From an optimization exercise on the open Yosys and OpenROAD flow, aimed at small area, a short achievable clock period and few clock cycles per item; shortcuts taken in it are not production practice. Function was checked by simulation only, so behaviour that the tests miss may differ from the original. Power and IR drop assume default switching activity.

==> flow/flow/run.sh <==
#!/bin/bash
# Layout flow: the standard ORFS flow (standard.sh, the standard flow's synthesis script), with
#  - no adder-cell mapping (ADDER_MAP_FILE empty): full/half adders are left to abc as plain
#    gates instead of the slower sky130 fa/ha cells; registers are unchanged;
#  - port buffers made of sky130_fd_sc_hd__buf_2 instead of the default delay-cell buffers;
#  - clock tree synthesis without dummy load cells, with a clkbuf_16 root and clkbuf_8 leaves;
#  - power recovery (downsizing cells on 30% of the paths with positive slack) after global routing.
# make's full output goes to make_finish.log in the work folder; ORFS keeps each step's log
# under orfs/logs/.
set -euo pipefail
CTS="-sink_clustering_enable -repair_clock_nets -dont_use_dummy_load -root_buf sky130_fd_sc_hd__clkbuf_16 -buf_list sky130_fd_sc_hd__clkbuf_8"
bash standard.sh "ADDER_MAP_FILE=" "BUFFER_PORTS_ARGS=-buffer_cell sky130_fd_sc_hd__buf_2" "CTS_ARGS=$CTS" RECOVER_POWER=30 finish > make_finish.log 2>&1
test -f out/final.def
==> flow/standard.sh <==
#!/bin/bash
# synth_recipe.tcl (not shown) runs the flow's synth.tcl, then flattens the netlist and writes it again
# the make line also repeats each setting of config.mk as NAME=value (left out here)
make -C /OpenROAD-flow-scripts/flow DESIGN_CONFIG=/design/flow/config.mk WORK_HOME=/design/flow/orfs CLKGATE_MAP_FILE= SYNTH_SCRIPT=/design/flow/synth_recipe.tcl "${@:-finish}"
==> flow/config.mk <==
export PLATFORM = sky130hd
export DESIGN_NAME = seq_multiplier
export DESIGN_NICKNAME = seq_multiplier
export VERILOG_FILES = /design/flow/design.v
export SDC_FILE = /design/flow/constraint.sdc
export NUM_CORES = 4
export LEC_CHECK = 0
export CAP_MARGIN = 20
export CORE_MARGIN = 2
export CORE_UTILIZATION = 50
export PLACE_DENSITY = 0.75
export SETUP_SLACK_MARGIN = 2.6
export SLEW_MARGIN = 20
export TNS_END_PERCENT = 5
==> flow/constraint.sdc <==
create_clock -name core_clock -period 4.5 [get_ports {clk}]
set_input_delay 0.9000 -clock core_clock [delete_from_list [all_inputs] [get_ports {clk}]]
set_output_delay 0.9000 -clock core_clock [all_outputs]
set_load 0.01 [all_outputs]
==> flow/design.v <==
module seq_multiplier #(
    parameter N = 32
)(
    input  wire clk,
    input  wire rst,
    input  wire start,
    input  wire [N-1:0] multiplicand,
    input  wire [N-1:0] multiplier,
    output wire [2*N-1:0] product,
    output wire busy,
    output wire done
);
  reg busy_q, idle_r, done_r, cpa2_r, first_r;
  reg gm, gs, gcn;          
  reg [3:0] cnt;
  reg [31:0] plo;           
  reg [31:0] phi;           
  reg [34:0] s, c;          
  reg [3:0] px, py;         
  reg cf;                   
  reg [3:0] lo;             
  reg [2:0] bg, bp;         
  reg nan, oa, ta, nb, ob, tb;   
  wire na = ~nan;              
  assign busy = busy_q;
  assign done = done_r;
  assign product = {phi, plo};
  wire busy_n = ~rst & (idle_r ? start : ~cpa2_r);
  always @(posedge clk) begin
    busy_q  <= busy_n;           
    idle_r  <= ~busy_n;          
    done_r  <= ~rst & ~idle_r & cpa2_r;
    cpa2_r  <= ~rst & ~idle_r & (cnt == 4'd9);
    cnt     <= idle_r ? 4'd1 : cnt + 4'd1;
    first_r <= idle_r;
    gm      <= idle_r & multiplier[0];   
    gs      <= ~idle_r;                  
    gcn     <= idle_r;                   
  end
  wire m7 = (cnt == 4'd7);                   
  wire [2:0] tra = idle_r ? {multiplier[2:1], 1'b0} : plo[6:4];
  wire [2:0] trb = idle_r ? multiplier[4:2] : {plo[8] & ~m7, plo[7:6]};
  always @(posedge clk) begin
    nan <= ~tra[2];
    oa <= tra[1] ^ tra[0];
    ta <= (tra[2] & ~tra[1] & ~tra[0]) | (~tra[2] & tra[1] & tra[0]);
    nb <= trb[2];
    ob <= trb[1] ^ trb[0];
    tb <= (trb[2] & ~trb[1] & ~trb[0]) | (~trb[2] & trb[1] & trb[0]);
  end
  wire [33:0] mcx = {1'b0, multiplicand, 1'b0};
  wire [32:0] sa, sb;
  genvar k;
  generate
    for (k = 0; k < 33; k = k + 1) begin : g_pp
      assign sa[k] = (oa & mcx[k+1]) | (ta & mcx[k]);
      assign sb[k] = (ob & mcx[k+1]) | (tb & mcx[k]);
    end
  endgenerate
  wire ta34 = first_r ? na : ~na;
  wire ta35 = first_r ? na : 1'b1;
  wire ta36 = first_r & ~na;
  wire [34:0] se = ({3'b000, multiplicand} & {35{gm}}) | (s & {35{gs}});
  wire [34:0] ce = c & ~{35{gcn}};
  wire fs1 = ce[1] ^ na ^ se[1];
  wire fc2 = (ce[1] & na) | (ce[1] & se[1]) | (na & se[1]);
  wire pp3 = sa[0] ^ na;
  wire pp6 = sa[1] ^ na;
  wire fs4 = ce[2] ^ se[2] ^ pp6;
  wire fc5 = (ce[2] & se[2]) | (ce[2] & pp6) | (se[2] & pp6);
  wire fs7 = ce[3] ^ nb ^ se[3];
  wire fc8 = (ce[3] & nb) | (ce[3] & se[3]) | (nb & se[3]);
  wire pp11 = sb[0] ^ nb;
  wire pp12 = sa[2] ^ na;
  wire fs9 = pp11 ^ pp12 ^ fs7;
  wire fc10 = (pp11 & pp12) | (pp11 & fs7) | (pp12 & fs7);
  wire pp15 = sb[1] ^ nb;
  wire fs13 = ce[4] ^ se[4] ^ pp15;
  wire fc14 = (ce[4] & se[4]) | (ce[4] & pp15) | (se[4] & pp15);
  wire pp18 = sa[3] ^ na;
  wire fs16 = pp18 ^ fc8 ^ fs13;
  wire fc17 = (pp18 & fc8) | (pp18 & fs13) | (fc8 & fs13);
  wire pp21 = sb[2] ^ nb;
  wire fs19 = ce[5] ^ se[5] ^ pp21;
  wire fc20 = (ce[5] & se[5]) | (ce[5] & pp21) | (se[5] & pp21);
  wire pp24 = sa[4] ^ na;
  wire fs22 = pp24 ^ fc14 ^ fs19;
  wire fc23 = (pp24 & fc14) | (pp24 & fs19) | (fc14 & fs19);
  wire pp27 = sb[3] ^ nb;
  wire fs25 = ce[6] ^ se[6] ^ pp27;
  wire fc26 = (ce[6] & se[6]) | (ce[6] & pp27) | (se[6] & pp27);
  wire pp30 = sa[5] ^ na;
  wire fs28 = pp30 ^ fc20 ^ fs25;
  wire fc29 = (pp30 & fc20) | (pp30 & fs25) | (fc20 & fs25);
  wire pp33 = sb[4] ^ nb;
  wire fs31 = ce[7] ^ se[7] ^ pp33;
  wire fc32 = (ce[7] & se[7]) | (ce[7] & pp33) | (se[7] & pp33);
  wire pp36 = sa[6] ^ na;
  wire fs34 = pp36 ^ fc26 ^ fs31;
  wire fc35 = (pp36 & fc26) | (pp36 & fs31) | (fc26 & fs31);
  wire pp39 = sb[5] ^ nb;
  wire fs37 = ce[8] ^ se[8] ^ pp39;
  wire fc38 = (ce[8] & se[8]) | (ce[8] & pp39) | (se[8] & pp39);
  wire pp42 = sa[7] ^ na;
  wire fs40 = pp42 ^ fc32 ^ fs37;
  wire fc41 = (pp42 & fc32) | (pp42 & fs37) | (fc32 & fs37);
  wire pp45 = sb[6] ^ nb;
  wire fs43 = ce[9] ^ se[9] ^ pp45;
  wire fc44 = (ce[9] & se[9]) | (ce[9] & pp45) | (se[9] & pp45);
  wire pp48 = sa[8] ^ na;
  wire fs46 = pp48 ^ fc38 ^ fs43;
  wire fc47 = (pp48 & fc38) | (pp48 & fs43) | (fc38 & fs43);
  wire pp51 = sb[7] ^ nb;
  wire fs49 = ce[10] ^ se[10] ^ pp51;
  wire fc50 = (ce[10] & se[10]) | (ce[10] & pp51) | (se[10] & pp51);
  wire pp54 = sa[9] ^ na;
  wire fs52 = pp54 ^ fc44 ^ fs49;
  wire fc53 = (pp54 & fc44) | (pp54 & fs49) | (fc44 & fs49);
  wire pp57 = sb[8] ^ nb;
  wire fs55 = ce[11] ^ se[11] ^ pp57;
  wire fc56 = (ce[11] & se[11]) | (ce[11] & pp57) | (se[11] & pp57);
  wire pp60 = sa[10] ^ na;
  wire fs58 = pp60 ^ fc50 ^ fs55;
  wire fc59 = (pp60 & fc50) | (pp60 & fs55) | (fc50 & fs55);
  wire pp63 = sb[9] ^ nb;
  wire fs61 = ce[12] ^ se[12] ^ pp63;
  wire fc62 = (ce[12] & se[12]) | (ce[12] & pp63) | (se[12] & pp63);
  wire pp66 = sa[11] ^ na;
  wire fs64 = pp66 ^ fc56 ^ fs61;
  wire fc65 = (pp66 & fc56) | (pp66 & fs61) | (fc56 & fs61);
  wire pp69 = sb[10] ^ nb;
  wire fs67 = ce[13] ^ se[13] ^ pp69;
  wire fc68 = (ce[13] & se[13]) | (ce[13] & pp69) | (se[13] & pp69);
  wire pp72 = sa[12] ^ na;
  wire fs70 = pp72 ^ fc62 ^ fs67;
  wire fc71 = (pp72 & fc62) | (pp72 & fs67) | (fc62 & fs67);
  wire pp75 = sb[11] ^ nb;
  wire fs73 = ce[14] ^ se[14] ^ pp75;
  wire fc74 = (ce[14] & se[14]) | (ce[14] & pp75) | (se[14] & pp75);
  wire pp78 = sa[13] ^ na;
  wire fs76 = pp78 ^ fc68 ^ fs73;
  wire fc77 = (pp78 & fc68) | (pp78 & fs73) | (fc68 & fs73);
  wire pp81 = sb[12] ^ nb;
  wire fs79 = ce[15] ^ se[15] ^ pp81;
  wire fc80 = (ce[15] & se[15]) | (ce[15] & pp81) | (se[15] & pp81);
  wire pp84 = sa[14] ^ na;
  wire fs82 = pp84 ^ fc74 ^ fs79;
  wire fc83 = (pp84 & fc74) | (pp84 & fs79) | (fc74 & fs79);
  wire pp87 = sb[13] ^ nb;
  wire fs85 = ce[16] ^ se[16] ^ pp87;
  wire fc86 = (ce[16] & se[16]) | (ce[16] & pp87) | (se[16] & pp87);
  wire pp90 = sa[15] ^ na;
  wire fs88 = pp90 ^ fc80 ^ fs85;
  wire fc89 = (pp90 & fc80) | (pp90 & fs85) | (fc80 & fs85);
  wire pp93 = sb[14] ^ nb;
  wire fs91 = ce[17] ^ se[17] ^ pp93;
  wire fc92 = (ce[17] & se[17]) | (ce[17] & pp93) | (se[17] & pp93);
  wire pp96 = sa[16] ^ na;
  wire fs94 = pp96 ^ fc86 ^ fs91;
  wire fc95 = (pp96 & fc86) | (pp96 & fs91) | (fc86 & fs91);
  wire pp99 = sb[15] ^ nb;
  wire fs97 = ce[18] ^ se[18] ^ pp99;
  wire fc98 = (ce[18] & se[18]) | (ce[18] & pp99) | (se[18] & pp99);
  wire pp102 = sa[17] ^ na;
  wire fs100 = pp102 ^ fc92 ^ fs97;
  wire fc101 = (pp102 & fc92) | (pp102 & fs97) | (fc92 & fs97);
  wire pp105 = sb[16] ^ nb;
  wire fs103 = ce[19] ^ se[19] ^ pp105;
  wire fc104 = (ce[19] & se[19]) | (ce[19] & pp105) | (se[19] & pp105);
  wire pp108 = sa[18] ^ na;
  wire fs106 = pp108 ^ fc98 ^ fs103;
  wire fc107 = (pp108 & fc98) | (pp108 & fs103) | (fc98 & fs103);
  wire pp111 = sb[17] ^ nb;
  wire fs109 = ce[20] ^ se[20] ^ pp111;
  wire fc110 = (ce[20] & se[20]) | (ce[20] & pp111) | (se[20] & pp111);
  wire pp114 = sa[19] ^ na;
  wire fs112 = pp114 ^ fc104 ^ fs109;
  wire fc113 = (pp114 & fc104) | (pp114 & fs109) | (fc104 & fs109);
  wire pp117 = sb[18] ^ nb;
  wire fs115 = ce[21] ^ se[21] ^ pp117;
  wire fc116 = (ce[21] & se[21]) | (ce[21] & pp117) | (se[21] & pp117);
  wire pp120 = sa[20] ^ na;
  wire fs118 = pp120 ^ fc110 ^ fs115;
  wire fc119 = (pp120 & fc110) | (pp120 & fs115) | (fc110 & fs115);
  wire pp123 = sb[19] ^ nb;
  wire fs121 = ce[22] ^ se[22] ^ pp123;
  wire fc122 = (ce[22] & se[22]) | (ce[22] & pp123) | (se[22] & pp123);
  wire pp126 = sa[21] ^ na;
  wire fs124 = pp126 ^ fc116 ^ fs121;
  wire fc125 = (pp126 & fc116) | (pp126 & fs121) | (fc116 & fs121);
  wire pp129 = sb[20] ^ nb;
  wire fs127 = ce[23] ^ se[23] ^ pp129;
  wire fc128 = (ce[23] & se[23]) | (ce[23] & pp129) | (se[23] & pp129);
  wire pp132 = sa[22] ^ na;
  wire fs130 = pp132 ^ fc122 ^ fs127;
  wire fc131 = (pp132 & fc122) | (pp132 & fs127) | (fc122 & fs127);
  wire pp135 = sb[21] ^ nb;
  wire fs133 = ce[24] ^ se[24] ^ pp135;
  wire fc134 = (ce[24] & se[24]) | (ce[24] & pp135) | (se[24] & pp135);
  wire pp138 = sa[23] ^ na;
  wire fs136 = pp138 ^ fc128 ^ fs133;
  wire fc137 = (pp138 & fc128) | (pp138 & fs133) | (fc128 & fs133);
  wire pp141 = sb[22] ^ nb;
  wire fs139 = ce[25] ^ se[25] ^ pp141;
  wire fc140 = (ce[25] & se[25]) | (ce[25] & pp141) | (se[25] & pp141);
  wire pp144 = sa[24] ^ na;
  wire fs142 = pp144 ^ fc134 ^ fs139;
  wire fc143 = (pp144 & fc134) | (pp144 & fs139) | (fc134 & fs139);
  wire pp147 = sb[23] ^ nb;
  wire fs145 = ce[26] ^ se[26] ^ pp147;
  wire fc146 = (ce[26] & se[26]) | (ce[26] & pp147) | (se[26] & pp147);
  wire pp150 = sa[25] ^ na;
  wire fs148 = pp150 ^ fc140 ^ fs145;
  wire fc149 = (pp150 & fc140) | (pp150 & fs145) | (fc140 & fs145);
  wire pp153 = sb[24] ^ nb;
  wire fs151 = ce[27] ^ se[27] ^ pp153;
  wire fc152 = (ce[27] & se[27]) | (ce[27] & pp153) | (se[27] & pp153);
  wire pp156 = sa[26] ^ na;
  wire fs154 = pp156 ^ fc146 ^ fs151;
  wire fc155 = (pp156 & fc146) | (pp156 & fs151) | (fc146 & fs151);
  wire pp159 = sb[25] ^ nb;
  wire fs157 = ce[28] ^ se[28] ^ pp159;
  wire fc158 = (ce[28] & se[28]) | (ce[28] & pp159) | (se[28] & pp159);
  wire pp162 = sa[27] ^ na;
  wire fs160 = pp162 ^ fc152 ^ fs157;
  wire fc161 = (pp162 & fc152) | (pp162 & fs157) | (fc152 & fs157);
  wire pp165 = sb[26] ^ nb;
  wire fs163 = ce[29] ^ se[29] ^ pp165;
  wire fc164 = (ce[29] & se[29]) | (ce[29] & pp165) | (se[29] & pp165);
  wire pp168 = sa[28] ^ na;
  wire fs166 = pp168 ^ fc158 ^ fs163;
  wire fc167 = (pp168 & fc158) | (pp168 & fs163) | (fc158 & fs163);
  wire pp171 = sb[27] ^ nb;
  wire fs169 = ce[30] ^ se[30] ^ pp171;
  wire fc170 = (ce[30] & se[30]) | (ce[30] & pp171) | (se[30] & pp171);
  wire pp174 = sa[29] ^ na;
  wire fs172 = pp174 ^ fc164 ^ fs169;
  wire fc173 = (pp174 & fc164) | (pp174 & fs169) | (fc164 & fs169);
  wire pp177 = sb[28] ^ nb;
  wire fs175 = ce[31] ^ se[31] ^ pp177;
  wire fc176 = (ce[31] & se[31]) | (ce[31] & pp177) | (se[31] & pp177);
  wire pp180 = sa[30] ^ na;
  wire fs178 = pp180 ^ fc170 ^ fs175;
  wire fc179 = (pp180 & fc170) | (pp180 & fs175) | (fc170 & fs175);
  wire pp183 = sb[29] ^ nb;
  wire fs181 = ce[32] ^ se[32] ^ pp183;
  wire fc182 = (ce[32] & se[32]) | (ce[32] & pp183) | (se[32] & pp183);
  wire pp186 = sa[31] ^ na;
  wire fs184 = pp186 ^ fc176 ^ fs181;
  wire fc185 = (pp186 & fc176) | (pp186 & fs181) | (fc176 & fs181);
  wire pp189 = sb[30] ^ nb;
  wire fs187 = ce[33] ^ se[33] ^ pp189;
  wire fc188 = (ce[33] & se[33]) | (ce[33] & pp189) | (se[33] & pp189);
  wire pp192 = sa[32] ^ na;
  wire fs190 = pp192 ^ fc182 ^ fs187;
  wire fc191 = (pp192 & fc182) | (pp192 & fs187) | (fc182 & fs187);
  wire fs193 = ce[34] ^ ta34 ^ se[34];
  wire fc194 = (ce[34] & ta34) | (ce[34] & se[34]) | (ta34 & se[34]);
  wire pp197 = sb[31] ^ nb;
  wire fs195 = pp197 ^ fs193 ^ fc188;
  wire fc196 = (pp197 & fs193) | (pp197 & fc188) | (fs193 & fc188);
  wire pp200 = sb[32] ^ nb;
  wire fs198 = ta35 ^ pp200 ^ fc194;
  wire fc199 = (ta35 & pp200) | (ta35 & fc194) | (pp200 & fc194);
  wire fs201 = ta36 ^ ~nb ^ fc199;
  wire fc202 = (ta36 & ~nb) | (ta36 & fc199) | (~nb & fc199);
  wire [38:0] x = {1'b0, 1'b1, fs201, fs198, fc191, fc185, fc179, fc173, fc167, fc161, fc155, fc149, fc143, fc137, fc131, fc125, fc119, fc113, fc107, fc101, fc95, fc89, fc83, fc77, fc71, fc65, fc59, fc53, fc47, fc41, fc35, fc29, fc23, fc17, fc10, fc5, fc2, pp3, ce[0]};
  wire [38:0] y = {1'b0, fc202, 1'b0, fc196, fs195, fs190, fs184, fs178, fs172, fs166, fs160, fs154, fs148, fs142, fs136, fs130, fs124, fs118, fs112, fs106, fs100, fs94, fs88, fs82, fs76, fs70, fs64, fs58, fs52, fs46, fs40, fs34, fs28, fs22, fs16, fs9, fs4, fs1, se[0]};
  wire [4:0] lo5 = {1'b0, px} + {1'b0, py} + {4'd0, cf};
  wire [31:0] hp = s[31:0] ^ c[31:0];
  wire [31:0] hg = s[31:0] & c[31:0];
  wire bg0_0_1 = hg[1] | (hp[1] & hg[0]);
  wire bpp0_0_1 = hp[1] & hp[0];
  wire bg0_0_3 = hg[3] | (hp[3] & hg[2]);
  wire bpp0_0_3 = hp[3] & hp[2];
  wire bg0_0_5 = hg[5] | (hp[5] & hg[4]);
  wire bpp0_0_5 = hp[5] & hp[4];
  wire bg0_0_7 = hg[7] | (hp[7] & hg[6]);
  wire bpp0_0_7 = hp[7] & hp[6];
  wire bg0_1_2 = hg[2] | (hp[2] & bg0_0_1);
  wire bpp0_1_2 = hp[2] & bpp0_0_1;
  wire bg0_1_3 = bg0_0_3 | (bpp0_0_3 & bg0_0_1);
  wire bpp0_1_3 = bpp0_0_3 & bpp0_0_1;
  wire bg0_1_6 = hg[6] | (hp[6] & bg0_0_5);
  wire bpp0_1_6 = hp[6] & bpp0_0_5;
  wire bg0_1_7 = bg0_0_7 | (bpp0_0_7 & bg0_0_5);
  wire bpp0_1_7 = bpp0_0_7 & bpp0_0_5;
  wire bg0_2_4 = hg[4] | (hp[4] & bg0_1_3);
  wire bpp0_2_4 = hp[4] & bpp0_1_3;
  wire bg0_2_5 = bg0_0_5 | (bpp0_0_5 & bg0_1_3);
  wire bpp0_2_5 = bpp0_0_5 & bpp0_1_3;
  wire bg0_2_6 = bg0_1_6 | (bpp0_1_6 & bg0_1_3);
  wire bpp0_2_6 = bpp0_1_6 & bpp0_1_3;
  wire bg0_2_7 = bg0_1_7 | (bpp0_1_7 & bg0_1_3);
  wire bpp0_2_7 = bpp0_1_7 & bpp0_1_3;
  wire [7:0] a0;
  assign a0[0] = hp[0] ^ 1'b0;
  assign a0[1] = hp[1] ^ hg[0];
  assign a0[2] = hp[2] ^ bg0_0_1;
  assign a0[3] = hp[3] ^ bg0_1_2;
  assign a0[4] = hp[4] ^ bg0_1_3;
  assign a0[5] = hp[5] ^ bg0_2_4;
  assign a0[6] = hp[6] ^ bg0_2_5;
  assign a0[7] = hp[7] ^ bg0_2_6;
  wire a0g = bg0_2_7;
  wire a0p = bpp0_2_7;
  wire bg1_0_1 = hg[9] | (hp[9] & hg[8]);
  wire bpp1_0_1 = hp[9] & hp[8];
  wire bg1_0_3 = hg[11] | (hp[11] & hg[10]);
  wire bpp1_0_3 = hp[11] & hp[10];
  wire bg1_0_5 = hg[13] | (hp[13] & hg[12]);
  wire bpp1_0_5 = hp[13] & hp[12];
  wire bg1_0_7 = hg[15] | (hp[15] & hg[14]);
  wire bpp1_0_7 = hp[15] & hp[14];
  wire bg1_1_2 = hg[10] | (hp[10] & bg1_0_1);
  wire bpp1_1_2 = hp[10] & bpp1_0_1;
  wire bg1_1_3 = bg1_0_3 | (bpp1_0_3 & bg1_0_1);
  wire bpp1_1_3 = bpp1_0_3 & bpp1_0_1;
  wire bg1_1_6 = hg[14] | (hp[14] & bg1_0_5);
  wire bpp1_1_6 = hp[14] & bpp1_0_5;
  wire bg1_1_7 = bg1_0_7 | (bpp1_0_7 & bg1_0_5);
  wire bpp1_1_7 = bpp1_0_7 & bpp1_0_5;
  wire bg1_2_4 = hg[12] | (hp[12] & bg1_1_3);
  wire bpp1_2_4 = hp[12] & bpp1_1_3;
  wire bg1_2_5 = bg1_0_5 | (bpp1_0_5 & bg1_1_3);
  wire bpp1_2_5 = bpp1_0_5 & bpp1_1_3;
  wire bg1_2_6 = bg1_1_6 | (bpp1_1_6 & bg1_1_3);
  wire bpp1_2_6 = bpp1_1_6 & bpp1_1_3;
  wire bg1_2_7 = bg1_1_7 | (bpp1_1_7 & bg1_1_3);
  wire bpp1_2_7 = bpp1_1_7 & bpp1_1_3;
  wire [7:0] a1;
  assign a1[0] = hp[8] ^ 1'b0;
  assign a1[1] = hp[9] ^ hg[8];
  assign a1[2] = hp[10] ^ bg1_0_1;
  assign a1[3] = hp[11] ^ bg1_1_2;
  assign a1[4] = hp[12] ^ bg1_1_3;
  assign a1[5] = hp[13] ^ bg1_2_4;
  assign a1[6] = hp[14] ^ bg1_2_5;
  assign a1[7] = hp[15] ^ bg1_2_6;
  wire a1g = bg1_2_7;
  wire a1p = bpp1_2_7;
  wire bg2_0_1 = hg[17] | (hp[17] & hg[16]);
  wire bpp2_0_1 = hp[17] & hp[16];
  wire bg2_0_3 = hg[19] | (hp[19] & hg[18]);
  wire bpp2_0_3 = hp[19] & hp[18];
  wire bg2_0_5 = hg[21] | (hp[21] & hg[20]);
  wire bpp2_0_5 = hp[21] & hp[20];
  wire bg2_0_7 = hg[23] | (hp[23] & hg[22]);
  wire bpp2_0_7 = hp[23] & hp[22];
  wire bg2_1_2 = hg[18] | (hp[18] & bg2_0_1);
  wire bpp2_1_2 = hp[18] & bpp2_0_1;
  wire bg2_1_3 = bg2_0_3 | (bpp2_0_3 & bg2_0_1);
  wire bpp2_1_3 = bpp2_0_3 & bpp2_0_1;
  wire bg2_1_6 = hg[22] | (hp[22] & bg2_0_5);
  wire bpp2_1_6 = hp[22] & bpp2_0_5;
  wire bg2_1_7 = bg2_0_7 | (bpp2_0_7 & bg2_0_5);
  wire bpp2_1_7 = bpp2_0_7 & bpp2_0_5;
  wire bg2_2_4 = hg[20] | (hp[20] & bg2_1_3);
  wire bpp2_2_4 = hp[20] & bpp2_1_3;
  wire bg2_2_5 = bg2_0_5 | (bpp2_0_5 & bg2_1_3);
  wire bpp2_2_5 = bpp2_0_5 & bpp2_1_3;
  wire bg2_2_6 = bg2_1_6 | (bpp2_1_6 & bg2_1_3);
  wire bpp2_2_6 = bpp2_1_6 & bpp2_1_3;
  wire bg2_2_7 = bg2_1_7 | (bpp2_1_7 & bg2_1_3);
  wire bpp2_2_7 = bpp2_1_7 & bpp2_1_3;
  wire [7:0] a2;
  assign a2[0] = hp[16] ^ 1'b0;
  assign a2[1] = hp[17] ^ hg[16];
  assign a2[2] = hp[18] ^ bg2_0_1;
  assign a2[3] = hp[19] ^ bg2_1_2;
  assign a2[4] = hp[20] ^ bg2_1_3;
  assign a2[5] = hp[21] ^ bg2_2_4;
  assign a2[6] = hp[22] ^ bg2_2_5;
  assign a2[7] = hp[23] ^ bg2_2_6;
  wire a2g = bg2_2_7;
  wire a2p = bpp2_2_7;
  wire bg3_0_1 = hg[25] | (hp[25] & hg[24]);
  wire bpp3_0_1 = hp[25] & hp[24];
  wire bg3_0_3 = hg[27] | (hp[27] & hg[26]);
  wire bpp3_0_3 = hp[27] & hp[26];
  wire bg3_0_5 = hg[29] | (hp[29] & hg[28]);
  wire bpp3_0_5 = hp[29] & hp[28];
  wire bg3_0_7 = hg[31] | (hp[31] & hg[30]);
  wire bpp3_0_7 = hp[31] & hp[30];
  wire bg3_1_2 = hg[26] | (hp[26] & bg3_0_1);
  wire bpp3_1_2 = hp[26] & bpp3_0_1;
  wire bg3_1_3 = bg3_0_3 | (bpp3_0_3 & bg3_0_1);
  wire bpp3_1_3 = bpp3_0_3 & bpp3_0_1;
  wire bg3_1_6 = hg[30] | (hp[30] & bg3_0_5);
  wire bpp3_1_6 = hp[30] & bpp3_0_5;
  wire bg3_1_7 = bg3_0_7 | (bpp3_0_7 & bg3_0_5);
  wire bpp3_1_7 = bpp3_0_7 & bpp3_0_5;
  wire bg3_2_4 = hg[28] | (hp[28] & bg3_1_3);
  wire bpp3_2_4 = hp[28] & bpp3_1_3;
  wire bg3_2_5 = bg3_0_5 | (bpp3_0_5 & bg3_1_3);
  wire bpp3_2_5 = bpp3_0_5 & bpp3_1_3;
  wire bg3_2_6 = bg3_1_6 | (bpp3_1_6 & bg3_1_3);
  wire bpp3_2_6 = bpp3_1_6 & bpp3_1_3;
  wire bg3_2_7 = bg3_1_7 | (bpp3_1_7 & bg3_1_3);
  wire bpp3_2_7 = bpp3_1_7 & bpp3_1_3;
  wire [7:0] a3;
  assign a3[0] = hp[24] ^ 1'b0;
  assign a3[1] = hp[25] ^ hg[24];
  assign a3[2] = hp[26] ^ bg3_0_1;
  assign a3[3] = hp[27] ^ bg3_1_2;
  assign a3[4] = hp[28] ^ bg3_1_3;
  assign a3[5] = hp[29] ^ bg3_2_4;
  assign a3[6] = hp[30] ^ bg3_2_5;
  assign a3[7] = hp[31] ^ bg3_2_6;
  wire a3g = bg3_2_7;
  wire a3p = bpp3_2_7;
  wire k0 = cf;
  wire k1 = bg[0] | (bp[0] & cf);
  wire k2 = bg[1] | (bp[1] & bg[0]) | (bp[1] & bp[0] & cf);
  wire k3 = bg[2] | (bp[2] & bg[1]) | (bp[2] & bp[1] & bg[0]) | (bp[2] & bp[1] & bp[0] & cf);
  wire ia0_0_1 = phi[1] & phi[0];
  wire ia0_0_3 = phi[3] & phi[2];
  wire ia0_0_5 = phi[5] & phi[4];
  wire ia0_0_7 = phi[7] & phi[6];
  wire ia0_1_2 = phi[2] & ia0_0_1;
  wire ia0_1_3 = ia0_0_3 & ia0_0_1;
  wire ia0_1_6 = phi[6] & ia0_0_5;
  wire ia0_1_7 = ia0_0_7 & ia0_0_5;
  wire ia0_2_4 = phi[4] & ia0_1_3;
  wire ia0_2_5 = ia0_0_5 & ia0_1_3;
  wire ia0_2_6 = ia0_1_6 & ia0_1_3;
  wire ia0_2_7 = ia0_1_7 & ia0_1_3;
  wire [7:0] i0;
  assign i0[0] = phi[0] ^ k0;
  assign i0[1] = phi[1] ^ (k0 & phi[0]);
  assign i0[2] = phi[2] ^ (k0 & ia0_0_1);
  assign i0[3] = phi[3] ^ (k0 & ia0_1_2);
  assign i0[4] = phi[4] ^ (k0 & ia0_1_3);
  assign i0[5] = phi[5] ^ (k0 & ia0_2_4);
  assign i0[6] = phi[6] ^ (k0 & ia0_2_5);
  assign i0[7] = phi[7] ^ (k0 & ia0_2_6);
  wire ia1_0_1 = phi[9] & phi[8];
  wire ia1_0_3 = phi[11] & phi[10];
  wire ia1_0_5 = phi[13] & phi[12];
  wire ia1_0_7 = phi[15] & phi[14];
  wire ia1_1_2 = phi[10] & ia1_0_1;
  wire ia1_1_3 = ia1_0_3 & ia1_0_1;
  wire ia1_1_6 = phi[14] & ia1_0_5;
  wire ia1_1_7 = ia1_0_7 & ia1_0_5;
  wire ia1_2_4 = phi[12] & ia1_1_3;
  wire ia1_2_5 = ia1_0_5 & ia1_1_3;
  wire ia1_2_6 = ia1_1_6 & ia1_1_3;
  wire ia1_2_7 = ia1_1_7 & ia1_1_3;
  wire [7:0] i1;
  assign i1[0] = phi[8] ^ k1;
  assign i1[1] = phi[9] ^ (k1 & phi[8]);
  assign i1[2] = phi[10] ^ (k1 & ia1_0_1);
  assign i1[3] = phi[11] ^ (k1 & ia1_1_2);
  assign i1[4] = phi[12] ^ (k1 & ia1_1_3);
  assign i1[5] = phi[13] ^ (k1 & ia1_2_4);
  assign i1[6] = phi[14] ^ (k1 & ia1_2_5);
  assign i1[7] = phi[15] ^ (k1 & ia1_2_6);
  wire ia2_0_1 = phi[17] & phi[16];
  wire ia2_0_3 = phi[19] & phi[18];
  wire ia2_0_5 = phi[21] & phi[20];
  wire ia2_0_7 = phi[23] & phi[22];
  wire ia2_1_2 = phi[18] & ia2_0_1;
  wire ia2_1_3 = ia2_0_3 & ia2_0_1;
  wire ia2_1_6 = phi[22] & ia2_0_5;
  wire ia2_1_7 = ia2_0_7 & ia2_0_5;
  wire ia2_2_4 = phi[20] & ia2_1_3;
  wire ia2_2_5 = ia2_0_5 & ia2_1_3;
  wire ia2_2_6 = ia2_1_6 & ia2_1_3;
  wire ia2_2_7 = ia2_1_7 & ia2_1_3;
  wire [7:0] i2;
  assign i2[0] = phi[16] ^ k2;
  assign i2[1] = phi[17] ^ (k2 & phi[16]);
  assign i2[2] = phi[18] ^ (k2 & ia2_0_1);
  assign i2[3] = phi[19] ^ (k2 & ia2_1_2);
  assign i2[4] = phi[20] ^ (k2 & ia2_1_3);
  assign i2[5] = phi[21] ^ (k2 & ia2_2_4);
  assign i2[6] = phi[22] ^ (k2 & ia2_2_5);
  assign i2[7] = phi[23] ^ (k2 & ia2_2_6);
  wire ia3_0_1 = phi[25] & phi[24];
  wire ia3_0_3 = phi[27] & phi[26];
  wire ia3_0_5 = phi[29] & phi[28];
  wire ia3_0_7 = phi[31] & phi[30];
  wire ia3_1_2 = phi[26] & ia3_0_1;
  wire ia3_1_3 = ia3_0_3 & ia3_0_1;
  wire ia3_1_6 = phi[30] & ia3_0_5;
  wire ia3_1_7 = ia3_0_7 & ia3_0_5;
  wire ia3_2_4 = phi[28] & ia3_1_3;
  wire ia3_2_5 = ia3_0_5 & ia3_1_3;
  wire ia3_2_6 = ia3_1_6 & ia3_1_3;
  wire ia3_2_7 = ia3_1_7 & ia3_1_3;
  wire [7:0] i3;
  assign i3[0] = phi[24] ^ k3;
  assign i3[1] = phi[25] ^ (k3 & phi[24]);
  assign i3[2] = phi[26] ^ (k3 & ia3_0_1);
  assign i3[3] = phi[27] ^ (k3 & ia3_1_2);
  assign i3[4] = phi[28] ^ (k3 & ia3_1_3);
  assign i3[5] = phi[29] ^ (k3 & ia3_2_4);
  assign i3[6] = phi[30] ^ (k3 & ia3_2_5);
  assign i3[7] = phi[31] ^ (k3 & ia3_2_6);
  always @(posedge clk) begin
    plo <= idle_r ? multiplier : {lo, plo[31:4]};
    lo  <= lo5[3:0];
    phi <= cpa2_r ? {i3, i2, i1, i0} : {a3, a2, a1, a0};
    bg  <= {a2g, a1g, a0g};
    bp  <= {a2p, a1p, a0p};
    s   <= x[38:4];
    c   <= y[38:4];
    px  <= x[3:0];
    py  <= y[3:0];
    cf  <= ~first_r & lo5[4];    
  end
endmodule
==> impl_metrics.toml, run 1 <==
[setup_path]
required_ns = 4.73
end_kind = "flip-flop"
crit_arrival_ns = 3.09
worstSetupStartpoint = "oa"
crit_path_max_fanout = 32
crit_path_start_kind = "flip-flop"
path_class = "flip-flop to flip-flop"
timing.rr.start = "oa"

[clock_tree]
clock_latency_ns = 0.40
cts_root_buffer = "clkbuf_16"
cts_sinks = 166
cts_tree = "built"
cts_max_level = 4
cts_buffers = 17
cts_hold_buf = 0
clockBufferDepth = 2
clk_pin_slew_ns = 0.11

[run_status]
status = "complete, but fails checks"
violations = "capacitance limit, slew limit"

[timing]
setup_viol = 0
skew_ns = 0.0429
rsz0062_at_grt = "yes"
worstMarginPinSlew_ns = 2.17
tns_ns = 0
fmax_mhz = 350
slew_headroom_pct = -45.0
finalMaxSlewViolations = 123
fin_ws_ns = 1.64
final.period_utilization_pct = 63.5
final.min_clock_period_ns = 2.86
timing.final.hold_violations = 0

[logic_synthesis]
synth_top_area_share_pct = 33.0
synth_top_area_cell = "dfxtp_1"
synth-edff-count = 0
yosysSeqAreaShare_pct = 33.0
yosys_register_bits = 166
syn_area_um2 = 10100
synthFlopType = "dfxtp_1"
synth_cell_type_count = 61
synthTopCellsByArea = "dfxtp_1, xnor2_1, xor2_1, xor3_1, a22oi_1"
synth_async_sr_flop_share_pct = 0
syn_avg_cell_area_um2 = 9.82
synth_cells = 1026
yosysWarningCount = 1
syn_nets = 1093

[hold_path]
hold_class = "flip-flop to flip-flop"
min-delay-start = "plo[8]"

[flow_run]
cap_violations = 3

[finish]
mostFrequentLayoutCells = "dfxtp_1, buf_2, xnor2_1, xor2_1, nand2_1"
final_nets = 1216
final.fill_count = 1688
mostFrequentLayoutCell = "dfxtp_1"
area_delta_synth_final_pct = 13.7
drive_gt1_share_pct = 25.5

[grt]
grt_overflow = 0
grt_max_degree = 45
antenna_found_initial = 1
grt_pass1_wl_mm = 38.3
grt_pass1_vias = 7560
grt_use_total_pct = 22.5

[pwr]
leakage_nw = 4.62
totalPowerFinal_mw = 7.85
peakVddDrop_v = 0.000263
power_density_nw_per_um2 = 685

[die]
io_pins = 133
die_area_um2 = 21300
die_w_um = 146
core_region_area_um2 = 19600
die_y_um = 146
start_util_pct = 51.4
rows = 51

[drt]
via_per_inst = 5.59
detail-route-antenna-nets = 0
drtPass1Iterations = 5
drcViolationCount = 0
drtIter0Drc = 475
wl_per_cell_um = 17.4
num_vias = 7899
routed_wirelength_mm = 24.6

[place]
globalplace.congestion = 0.889
io_buffers = 132
place_ws_ns = 2.08
dp_hpwl_mm = 17.2
worst max-delay path, stage by stage, from the launching register on:
cell and delay, ns:
dfxtp_1 0.33, clkbuf_1 1.30, a22oi_1 0.28, xor2_1 0.31, xor3_1 0.45
metrics by stage:
step | std cells | util [%] | instance area (um^2) | hold slack [ns]
5_1_grt | 1413 | 58.5 | 11500 | 0.487
6_report | 1413 | 58.5 | 11500 | 0.472
3_3_place_gp | 1378 | 55.9 | 10900 | 0.438
3_5_place_dp | 1378 | 55.9 | 10900 | 0.450
2_1_floorplan | 1026 | - | 10200 | 0.329
4_1_cts | 1400 | 57.7 | 11300 | 0.472
per-layer routing:
metal | GRT usage, % | vias to the layer above | wire length [um]
met3 | 5.89 | 33 | 1660
met1 | 29.8 | 3786 | 11300
met5 | 0 | - | 0
met4 | 6.72 | 0 | 327
li1 | - | 3839 | -
met2 | 36.0 | 241 | 11400
state kept, by name, summed over array words and instances, names as in the netlist:
register and count:
c 33, s 33, phi 32, plo 32
cnt 4, lo 4, px 4, py 4
bg 3, bp 3, busy_q 1, cf 1
cpa2_r 1, done_r 1, first_r 1, gm 1
gs 1, idle_r 1, nan 1, nb 1
oa 1, ob 1, ta 1, tb 1
Yosys cell counts (7+ instances only):
master,n
dfxtp_1,166
xnor2_1,129
xor2_1,99
nand2_1,95
nor2_1,58
a22oi_1,49
maj3_1,34
a21oi_1,33
a22o_1,31
mux2_2,28
xor3_1,22
clkbuf_1,21
nand3_1,21
o21ai_1,21
o21ai_0,20
xnor2_2,17
buf_2,14
a22oi_2,13
maj3_2,13
nor2b_1,12
inv_1,10
buf_4,9
a211oi_1,7
o221ai_1,7
kinds of logic (layout without fill, tap and decap cells):
kind of cell             count (synthesis)  count (layout)  share of synthesized area, %
buffers and inverters                   63             184                          3.30
other                                    0               1                             0
flip-flops                             166             166                          33.0
multiplexers                            32              32                          3.53
XOR/XNOR                               267             267                          27.8
AND/OR/NAND/NOR                        223             223                          10.2
adder cells (fa/ha/maj)                 47              47                          4.83
AO/OA/AOI/OAI                          228             228                          17.4
layout make-up:
class | count | area (um^2) | area share [%]
multi-input cells | 797 | 6540 | 57.1
flip-flops and latches | 166 | 3350 | 29.3
repair buffers | 156 | 933 | 8.15
well taps | 265 | 332 | 2.89
clock buffers | 17 | 245 | 2.14
inverters | 10 | 41.3 | 0.360
repair inverters | 1 | 7.51 | 0.0655
diodes | 1 | 2.50 | 0.0218
report_power, final:
| part | internal [mW] | total [mW] | leakage (nW) | switching [mW] |
|---|---|---|---|---|
| sequential | 2.10 | 2.88 | 1.40 | 0.776 |
| combinational | 2.19 | 4.13 | 3.09 | 1.93 |
| clock | 0.358 | 0.838 | 0.127 | 0.481 |
worst paths after layout:
check / endpoint / slack, ns / cells after the start
setup reg to reg: c[10] / 1.64 / 4
hold / removal: plo[4] / 0.47 / 2
setup / recovery: c[10] / 1.64 / 4
hold reg to reg: plo[4] / 0.47 / 2
what timing repair did:
item,4_1_cts,5_1_grt
gates cloned,1,0
resized for setup,12,13
setup endpoints to repair,72,71
setup buffers,4,12
pin swaps,0,1
Testbench counts, summed over its fixed seeds: cycles 19,200, items 1,600.
==> run 2: changes to the inputs <==
--- a/flow/flow/run.sh
+++ b/flow/flow/run.sh
@@ -6,3 +6,3 @@
 #  - clock tree synthesis without dummy load cells, with a clkbuf_16 root and clkbuf_8 leaves;
-#  - power recovery (downsizing cells on 30% of the paths with positive slack) after global routing.
+#  - power recovery (downsizing cells on 60% of the paths with positive slack) after global routing.
 # make's full output goes to make_finish.log in the work folder; ORFS keeps each step's log
@@ -11,3 +11,3 @@
 CTS="-sink_clustering_enable -repair_clock_nets -dont_use_dummy_load -root_buf sky130_fd_sc_hd__clkbuf_16 -buf_list sky130_fd_sc_hd__clkbuf_8"
-bash standard.sh "ADDER_MAP_FILE=" "BUFFER_PORTS_ARGS=-buffer_cell sky130_fd_sc_hd__buf_2" "CTS_ARGS=$CTS" RECOVER_POWER=30 finish > make_finish.log 2>&1
+bash standard.sh "ADDER_MAP_FILE=" "BUFFER_PORTS_ARGS=-buffer_cell sky130_fd_sc_hd__buf_2" "CTS_ARGS=$CTS" RECOVER_POWER=60 finish > make_finish.log 2>&1
 test -f out/final.def
==> impl_metrics.toml, run 2 <==
[logic_synthesis]
synth-edff-count = 0
yosys_register_bits = 166
yosysMostFrequentCell = "dfxtp_1"
synthTopCellsByCount = "dfxtp_1, xnor2_1, xor2_1, nand2_1, nor2_1"
synth_simple_gate_area_share_pct = 10.2
yosysSeqAreaShare_pct = 33.0
yosys.area_share.xor_xnor_pct = 27.8
synth_compound_area_share_pct = 17.4
synth_top_family_by_area = "XOR/XNOR gates"
synth_top_area_share_pct = 33.0
syn_area_um2 = 10100
synth_fa_ha_area_share_pct = 4.83
synthMuxAreaShare_pct = 3.53
synth_async_sr_flop_share_pct = 0
synth_top_area_cell = "dfxtp_1"
synthTopCellsByArea = "dfxtp_1, xnor2_1, xor2_1, xor3_1, a22oi_1"
yosysWarningCount = 1
synthFlopType = "dfxtp_1"
synth_cell_type_count = 61
synth_cells = 1026
syn_avg_cell_area_um2 = 9.82
syn_nets = 1093

[clock_tree]
cts_buffers = 17
cts_sinks = 166
clock_latency_ns = 0.40
clk_pin_slew_ns = 0.11
cts_tree = "built"
clockBufferDepth = 2
cts_max_level = 4
cts_root_buffer = "clkbuf_16"

[setup_path]
slowest_stage = "clkbuf_1"
path_class = "flip-flop to flip-flop"
crit_path_start_kind = "flip-flop"
cpPeakStageDelay_ns = 1.29
cp_top_family = "buffers and inverters"
crit_chain = "clkbuf_1 > a22oi_1 > xor2_1 > xor3_1"
crit_path_max_fanout = 32
end_kind = "flip-flop"
path_buf_inv = 1
crit_arrival_ns = 3.08
required_ns = 4.73

[timing]
fin_ws_ns = 1.65
final.period_utilization_pct = 63.3
timing.final.hold_violations = 0
fmax_mhz = 351
rsz0062_at_grt = "yes"
worstMarginPinSlew_ns = 2.18
tns_ns = 0
skew_ns = 0.0417
final.min_clock_period_ns = 2.85
finalMaxSlewViolations = 123
setup_viol = 0
holdWs_ns = 0.472
slew_headroom_pct = -45.1

[drt]
routed_wirelength_mm = 24.6
drtIter0Drc = 489
num_vias = 7915
drcViolationCount = 0
detail-route-antenna-nets = 0
wl_per_cell_um = 17.4
drtPass1Iterations = 5
via_per_inst = 5.60

[run_status]
status = "complete, but fails checks"
violations = "capacitance limit, slew limit"

[die]
core_region_area_um2 = 19600
start_util_pct = 51.4
rows = 51
io_pins = 133
die_area_um2 = 21300
die_y_um = 146
die_w_um = 146

[place]
globalplace.congestion = 0.889
io_buffers = 132
place_ws_ns = 2.08
dp_hpwl_mm = 17.2

[finish]
utilization_pct = 58.2
final_nets = 1216
area_delta_synth_final_pct = 13.2
largest_registers = "c x33, s x33"
mostFrequentLayoutCells = "dfxtp_1, xnor2_1, buf_2, xor2_1, nand2_1"
drive_gt1_share_pct = 22.5
final.fill_count = 1707
mostFrequentLayoutCell = "dfxtp_1"

[grt]
grt_pass1_wl_mm = 38.3
grt_max_degree = 45
grt_overflow = 0
grt_use_total_pct = 22.5
antenna_found_initial = 1
grt_pass1_vias = 7560

[pwr]
totalPowerFinal_mw = 7.82
leakage_nw = 4.53
power_density_nw_per_um2 = 685
peakVddDrop_v = 0.000265

[flow_run]
cap_violations = 3

[hold_path]
hold_class = "flip-flop to flip-flop"
run 2: final cells by class:
| cell class | count | area, um^2 | area share (%) |
|---|---|---|---|
| antenna | 1 | 2.50 | 0.0219 |
| clock buffer | 17 | 245 | 2.15 |
| inverter | 10 | 41.3 | 0.362 |
| multi-input combinational | 797 | 6530 | 57.3 |
| sequential | 166 | 3350 | 29.4 |
| tap | 265 | 332 | 2.91 |
| timing repair buffer | 156 | 893 | 7.83 |
| timing repair inverter | 1 | 7.51 | 0.0658 |
run 2: path summary, 6_finish.rpt:
path	startpoint	end	slack, ns	depth (start not counted)
worst min-delay path	plo[8]	plo[4]	0.47	2
worst min register to register	plo[8]	plo[4]	0.47	2
worst max register to register	oa	c[10]	1.65	4
worst max-delay path	oa	c[10]	1.65	4
run 2: metal layers:
metal  part of all wire [%]  up-vias  track usage (%)
met5                      0        -                0
met4                    1.5        0             6.72
met3                    7.3       37             5.89
met2                     46      261             36.0
met1                     45     3774             29.8
li1                       -     3843                -
run 2: repair_timing:
item / 4_1_cts / 5_1_grt
setup buffers: 4 / 12
resized for setup: 12 / 13
hold buffers: 0 / 0
pin swaps: 0 / 1
setup endpoints to repair: 72 / 71
gates cloned: 1 / 0
run 2: kinds of logic (layout without fill, tap and decap cells):
group / after synthesis / after routing
compound gates: 228 / 228
mux: 32 / 32
buf+inv: 63 / 184
fa+ha+maj: 47 / 47
simple gates: 223 / 223
flops: 166 / 166
xor+xnor: 267 / 267
other cells: 0 / 1
run 2: where the power goes:
part | total (mW) | switching (mW) | internal, mW
sequential | 2.88 | 0.776 | 2.10
combinational | 4.10 | 1.93 | 2.17
clock | 0.837 | 0.480 | 0.358
run 2: stage by stage:
step / instance area (um^2) / cells
5_1_grt: 11400 / 1413
3_3_place_gp: 10900 / 1378
2_1_floorplan: 10200 / 1026
3_5_place_dp: 10900 / 1378
4_1_cts: 11300 / 1400
6_report: 11400 / 1413
run 2: tightest hold or removal path: stages (launching register included):
cell and delay, ns:
dfxtp_1 0.32, nand2_1 0.07, nand2_1 0.04

-- static timing again, ports no longer ideal --
In the flow no input, the clock included, has a driving cell. The finished layouts below were timed again as built, in two steps.
Step 1 sets driving cells, clkbuf_16 on the clock port and buf_2 on the other inputs (assumed; they add their load-dependent delay and slew).
Step 2 moves the port delays by t, midway between the first and last clock arrival at a register: inputs arrive t later, outputs are due t later. That takes back most of the time a late clock gives input paths.
Slacks: no drivers / after step 1 / after step 2; pairs: no drivers / after step 1.
run | t, ns | slack for setup (ns) | clock arrival spread, ns
run 1 | 0.425 | 1.642 / 1.642 / 1.642 | 0.046 / 0.046
run 2 | 0.425 | 1.652 / 1.652 / 1.652 | 0.045 / 0.044
